This design comes from an exercise in tuning for small area and a short achievable clock period on the open sky130 flow, not from production work.
Where RTL was checked, it was by simulation tests only, not by an equivalence proof against the original.
Power is estimated from default activity; no workload was simulated.

== main ==
Design Vcpu32Alu, start of the top module:
module Vcpu32Alu (
   input    wire          clk,
   input    wire[0:31]    a,
   input    wire[0:31]    b,
   input    wire[0:7]     ac,
   output   wire[0:31]    r,
   output   wire          c,
   output   wire          n,
   output   wire          z,
   output   wire          err
   );
Size: about 520 cells after synthesis, about 90 flip-flops, about 110 I/O pins, roughly 5100 sq um of cells after synthesis.
clock: 5.5 ns
lec_check: 0
cap_margin: 20
core_margin: 2
core_utilization: 40
cts_buf_list: sky130_fd_sc_hd__clkbuf_4 sky130_fd_sc_hd__clkbuf_8
setup_slack_margin: 3.0
slew_margin: 20
standard.sh (not shown) runs the stock make flow with config.mk's settings and CLKGATE_MAP_FILE= SYNTH_SCRIPT=/design/flow/synth_recipe.tcl, a recipe that flattens the netlist after the stock synthesis.
==> flow/flow/run.sh <==
#!/bin/bash
# Layout flow: the standard layout (standard.sh: the standard synthesis script and ORFS steps), with
# two changes:
#  - each input and output port is buffered with a plain sky130_fd_sc_hd__buf_1 (PORT_BUF) rather than
#    the delay buffer that buffer_ports picks by default;
#  - the 4-input multiplexer cells (slow select inputs) are added to the platform's don't-use list
#    (EXTRA_DONT_USE), so synthesis builds the A pre-shift from 2-input multiplexers.
# The whole make output goes to standard_flow.log in the work folder; ORFS's per-step logs are
# under orfs/logs/.
set -euo pipefail
cd "$(dirname "${BASH_SOURCE[0]}")/.."
PORT_BUF=sky130_fd_sc_hd__buf_1
EXTRA_DONT_USE="sky130_fd_sc_hd__mux4_1 sky130_fd_sc_hd__mux4_2 sky130_fd_sc_hd__mux4_4"
export BUFFER_PORTS_ARGS="-buffer_cell ${PORT_BUF}"
# the platform's own don't-use list, as ORFS's make computes it
PLATFORM_DONT_USE=$(make -s -C "$FLOW_HOME" DESIGN_CONFIG="$PWD/config.mk" WORK_HOME="$PWD/orfs" \
  print-DONT_USE_CELLS 2> dont_use_probe.log | sed -n 's/^DONT_USE_CELLS: *//p')
echo "platform don't-use: $PLATFORM_DONT_USE" > dont_use.log
[[ -n "$PLATFORM_DONT_USE" ]]
bash standard.sh "DONT_USE_CELLS=${PLATFORM_DONT_USE} ${EXTRA_DONT_USE}" finish > standard_flow.log 2>&1
[inputs] the feature branch vs main
--- a/flow/design.v
+++ b/flow/design.v
@@ -234,31 +234,22 @@
    wire rs_24 = s1X[24] ^ ( s2c_g3_11 );
    wire rs_25 = s1X[25] ^ ( s2c_g3_11 & ( &s1X[24:24] ) );
    wire rs_26 = s1X[26] ^ ( s2c_g3_12 );
    wire rs_27 = s1X[27] ^ ( s2c_g3_12 & ( &s1X[26:26] ) );
    wire rs_28 = s1X[28] ^ ( s2c_g3_13 );
    wire rs_29 = s1X[29] ^ ( s2c_g3_13 & ( &s1X[28:28] ) );
    wire rs_30 = s1X[30] ^ ( s2c_g3_14 );
    wire rs_31 = s1X[31] ^ ( s2c_g3_14 & ( &s1X[30:30] ) );
    wire [31:0] rSum = { rs_31, rs_30, rs_29, rs_28, rs_27, rs_26, rs_25, rs_24, rs_23, rs_22, rs_21, rs_20, rs_19, rs_18, rs_17, rs_16, rs_15, rs_14, rs_13, rs_12, rs_11, rs_10, rs_9, rs_8, rs_7, rs_6, rs_5, rs_4, rs_3, rs_2, rs_1, rs_0 };
    wire rCo = s2c_g3_15;
    reg [31:0] s2R;
    reg        s2C;
-   reg [7:0]  s2Zc;
    always @( posedge clk ) begin
       s2R <= rSum ^ { 32 { s1Inv }};
       s2C <= rCo;
-      s2Zc[0] <= ~|( rSum[3:0] ^ { 4 { s1Inv }} );
-      s2Zc[1] <= ~|( rSum[7:4] ^ { 4 { s1Inv }} );
-      s2Zc[2] <= ~|( rSum[11:8] ^ { 4 { s1Inv }} );
-      s2Zc[3] <= ~|( rSum[15:12] ^ { 4 { s1Inv }} );
-      s2Zc[4] <= ~|( rSum[19:16] ^ { 4 { s1Inv }} );
-      s2Zc[5] <= ~|( rSum[23:20] ^ { 4 { s1Inv }} );
-      s2Zc[6] <= ~|( rSum[27:24] ^ { 4 { s1Inv }} );
-      s2Zc[7] <= ~|( rSum[31:28] ^ { 4 { s1Inv }} );
    end
    assign r   = s2R;
    assign c   = s2C;
    assign n   = s2R[31];
-   assign z   = &s2Zc;
+   assign z   = ( s2R == 32'd0 );
    assign err = 1'b0;
 endmodule
Notes after the runs:
The feature branch vs main: synthesized-area fraction occupied by ao, oa, aoi and oai cells up in the feature branch
In the metrics for main and the feature branch, the one carrying the lower adder-cell area share of the yosys netlist is main.
Delta(wire length reported by the detailed router, the feature branch - main) > 0
The feature branch — relative slew slack 1.7 points lower, main as reference
Number of signal-net inverters in the final layout: higher on the feature branch
The feature branch has global-route wire length before repair above what main had.
When the final numbers for main and the feature branch were put side by side, the XOR/XNOR share of the synthesized area turned out to be greater in the feature branch.
Measured against each other, main and the feature branch differ in cell count after synthesis, the higher figure coming from main.
Upper clock frequency limit shrinks slightly when moving from main to the feature branch.
In terms of core utilization, the feature branch and main differ only marginally.
The multiplexer share of the synthesized area number comes out lower for main vs the feature branch.
Final cell area: the feature branch below main
Global-route usage in the feature branch vs main: up 0.64 points
Total power of the feature branch is lower than that of main.
Function not checked in main: the RTL went through the layout flow alone.

* * *

== before ==
Vcpu32Alu, a different RTL version from the one above (not shown whole).
For scale: roughly 110 I/O pins, about 4900 um^2 of cells after synthesis.
==> flow/config.mk <==
export PLATFORM = sky130hd
export DESIGN_NAME = Vcpu32Alu
export DESIGN_NICKNAME = Vcpu32Alu
export VERILOG_FILES = /design/flow/design.v
export SDC_FILE = /design/flow/constraint.sdc
export NUM_CORES = 4
export LEC_CHECK = 0
export CAP_MARGIN = 20
export CORE_MARGIN = 2
export CORE_UTILIZATION = 60
export CTS_BUF_LIST = sky130_fd_sc_hd__clkbuf_4 sky130_fd_sc_hd__clkbuf_8
export SETUP_SLACK_MARGIN = 3.0
export SLEW_MARGIN = 20
==> flow/constraint.sdc <==
create_clock -name core_clock -period 5.5 [get_ports {clk}]
set_input_delay 1.1000 -clock core_clock [delete_from_list [all_inputs] [get_ports {clk}]]
set_output_delay 1.1000 -clock core_clock [all_outputs]
set_load 0.01 [all_outputs]
Scripts as last shown in full above: flow/flow/run.sh
Every stage of the flow completed for before, and the final layout passed the timing, design-rule and antenna checks.
Here is what was changed in the inputs of after compared with before.
diff --git a/flow/design.v b/flow/design.v
--- a/flow/design.v
+++ b/flow/design.v
@@ -16,18 +16,19 @@
    wire [1:0]  sh  = ac[3:4];
    wire [2:0]  op  = ac[5:7];
    wire isAdd = ( op == 3'd3 );
    wire selA  = ( op == 3'd1 );
    wire selB  = ( op == 3'd2 );
    wire selAnd = ( op == 3'd5 );
    wire selOr  = ( op == 3'd6 );
    wire selXor = ( op == 3'd7 );
-   wire [31:0] tA2 = sh[1] ? { A[29:0], 2'b00 } : A;
-   wire [31:0] tA  = sh[0] ? { tA2[30:0], 1'b0 } : tA2;
+   wire [3:0]  shD = { sh == 2'd3, sh == 2'd2, sh == 2'd1, sh == 2'd0 };
+   wire [31:0] tA  = ( A & { 32 { shD[0] }} ) | ( { A[30:0], 1'b0 } & { 32 { shD[1] }} ) |
+                     ( { A[29:0], 2'b00 } & { 32 { shD[2] }} ) | ( { A[28:0], 3'b000 } & { 32 { shD[3] }} );
    wire [3:0]  fT = { selA | selB | selAnd | selOr,          
                       selA | isAdd | selOr | selXor,         
                       selB | isAdd | selOr | selXor,         
                       1'b0 };                                
    wire [3:0]  uT = invB ? { fT[2], fT[3], fT[0], fT[1] } : fT;
    wire        gP = isAdd & ~invB;                          
    wire        gN = isAdd & invB;                           
    wire [31:0] g  = tA & (( B & { 32 { gP }} ) | ( ~B & { 32 { gN }} ));
[summary]
As far as post-synthesis average cell area is concerned, before and after perform about the same.
Violation count after the first detailed-route iteration on after is ahead of before.
Sequential share of layout area was lower in before than in after.
Maximum single-stage delay on the critical path: lower on before
On post-route cell area, before tracks after almost exactly.
before → after: share of synthesized area spent on multiplexers fell by 0.27 points, total placed cells including tap cells went up.
Wire length | after below before
Reported for after and before, post-CTS setup repair buffer count turned out identical to the last digit.
Area taken by multi-input logic gates: before vs after — no meaningful difference
No run of this note included a check of the RTL's function; only the layout flow was run.

* * *

Vcpu32Alu with an RTL version that a note above also has.
Size: about 490 cells after synthesis, ~82 flip-flops, ~110 I/O pins, about 5000 um2 of cells after synthesis.
export LEC_CHECK = 0
export CAP_MARGIN = 20
export CORE_MARGIN = 2
export CORE_UTILIZATION = 40
export CTS_BUF_LIST = sky130_fd_sc_hd__clkbuf_4 sky130_fd_sc_hd__clkbuf_8
export SETUP_SLACK_MARGIN = 3.0
export SLEW_MARGIN = 20
create_clock -name core_clock -period 5.5 [get_ports {clk}]
==> flow/flow/run.sh <==
#!/bin/bash
# Layout flow: the standard layout (standard.sh, the standard synthesis and ORFS steps unchanged),
# except that each input and output port is buffered with a plain sky130_fd_sc_hd__buf_N cell
# (PORT_BUF below) rather than the delay buffer that buffer_ports picks by default.
# The whole make output goes to standard_flow.log in the work folder; ORFS's per-step logs are
# under orfs/logs/.
set -euo pipefail
cd "$(dirname "${BASH_SOURCE[0]}")/.."
PORT_BUF=sky130_fd_sc_hd__buf_1
export BUFFER_PORTS_ARGS="-buffer_cell ${PORT_BUF}"
bash standard.sh finish > standard_flow.log 2>&1
The first run passed the timing, design-rule and antenna checks.
Edit:
--- a/flow/design.v
+++ b/flow/design.v
@@ -14,24 +14,22 @@
    wire        cin = ac[0];
    wire        invB = ac[1];
    wire [1:0]  sh  = ac[3:4];
    wire [2:0]  op  = ac[5:7];
    wire isAdd = ( op == 3'd3 );
    wire selA  = ( op == 3'd1 );
    wire selB  = ( op == 3'd2 );
    wire selAnd = ( op == 3'd5 );
    wire selOr  = ( op == 3'd6 );
    wire selXor = ( op == 3'd7 );
-   wire [31:0] tA = ( sh == 2'd0 ) ? A :
-                    ( sh == 2'd1 ) ? { A[30:0], 1'b0 } :
-                    ( sh == 2'd2 ) ? { A[29:0], 2'b00 } :
-                                     { A[28:0], 3'b000 };
+   wire [31:0] tA1 = sh[0] ? { A[30:0], 1'b0 } : A;
+   wire [31:0] tA  = sh[1] ? { tA1[29:0], 2'b00 } : tA1;
    wire [3:0]  fT = { selA | selB | selAnd | selOr,          
                       selA | isAdd | selOr | selXor,         
                       selB | isAdd | selOr | selXor,         
                       1'b0 };                                
    wire [3:0]  uT = invB ? { fT[2], fT[3], fT[0], fT[1] } : fT;
    wire        gP = isAdd & ~invB;                          
    wire        gN = isAdd & invB;                           
    wire [31:0] g  = tA & (( B & { 32 { gP }} ) | ( ~B & { 32 { gN }} ));
    wire        cinA = cin & isAdd;
    wire [31:0] tL = ( tA & B & { 32 { uT[3] }} ) | ( tA & ~B & { 32 { uT[2] }} ) | ( ~tA & B & { 32 { uT[1] }} ) |
Fmax drops by a few percent.
Cell area drops slightly.
Wire length climbs by a few percent.
Power drops by a few percent.
Register-to-register slack loses 310 ps.
Worst hold slack gains 12 ps.
Cell count drops by a few percent.
Non-clock buffer count climbs by 1.
Function not checked in the second run of this note: the RTL went through the layout flow alone.

[separate check: timing with driven ports]
No port has a modelled driver above. Below, the same layouts with a new extraction and two added sets of constraints. Step 1 sets driving cells, clkbuf_16 on the clock port and buf_2 on the other inputs (assumed; they add their load-dependent delay and slew). Step 2 moves the port delays by t, midway between the first and last clock arrival at a register: inputs arrive t later, outputs are due t later. That takes back most of the time a late clock gives input paths. a / b / c = no drivers / after step 1 / after step 2; a / b = the first two.
run	shift t [ns]	setup slack, ns	worst slew at a driven data input, ns	pins driven straight from the clock port
main	0.371	3.060 / 3.060 / 2.750	0.04	1
the feature branch	0.374	3.041 / 3.012 / 2.703	0.04	1
before	0.381	2.949 / 2.915 / 2.676	0.04	1
after	0.387	2.918 / 2.885 / 2.718	0.05	1
the first run of note 3	0.365	3.057 / 3.031 / 2.722	0.04	1
the second run of note 3	0.390	2.886 / 2.854 / 2.674	0.04	1
After both steps setup and hold are still met in every run listed. For the feature branch, which loses most, drivers alone change the setup slack by -0.029 ns; drivers and shift together by -0.338 ns.
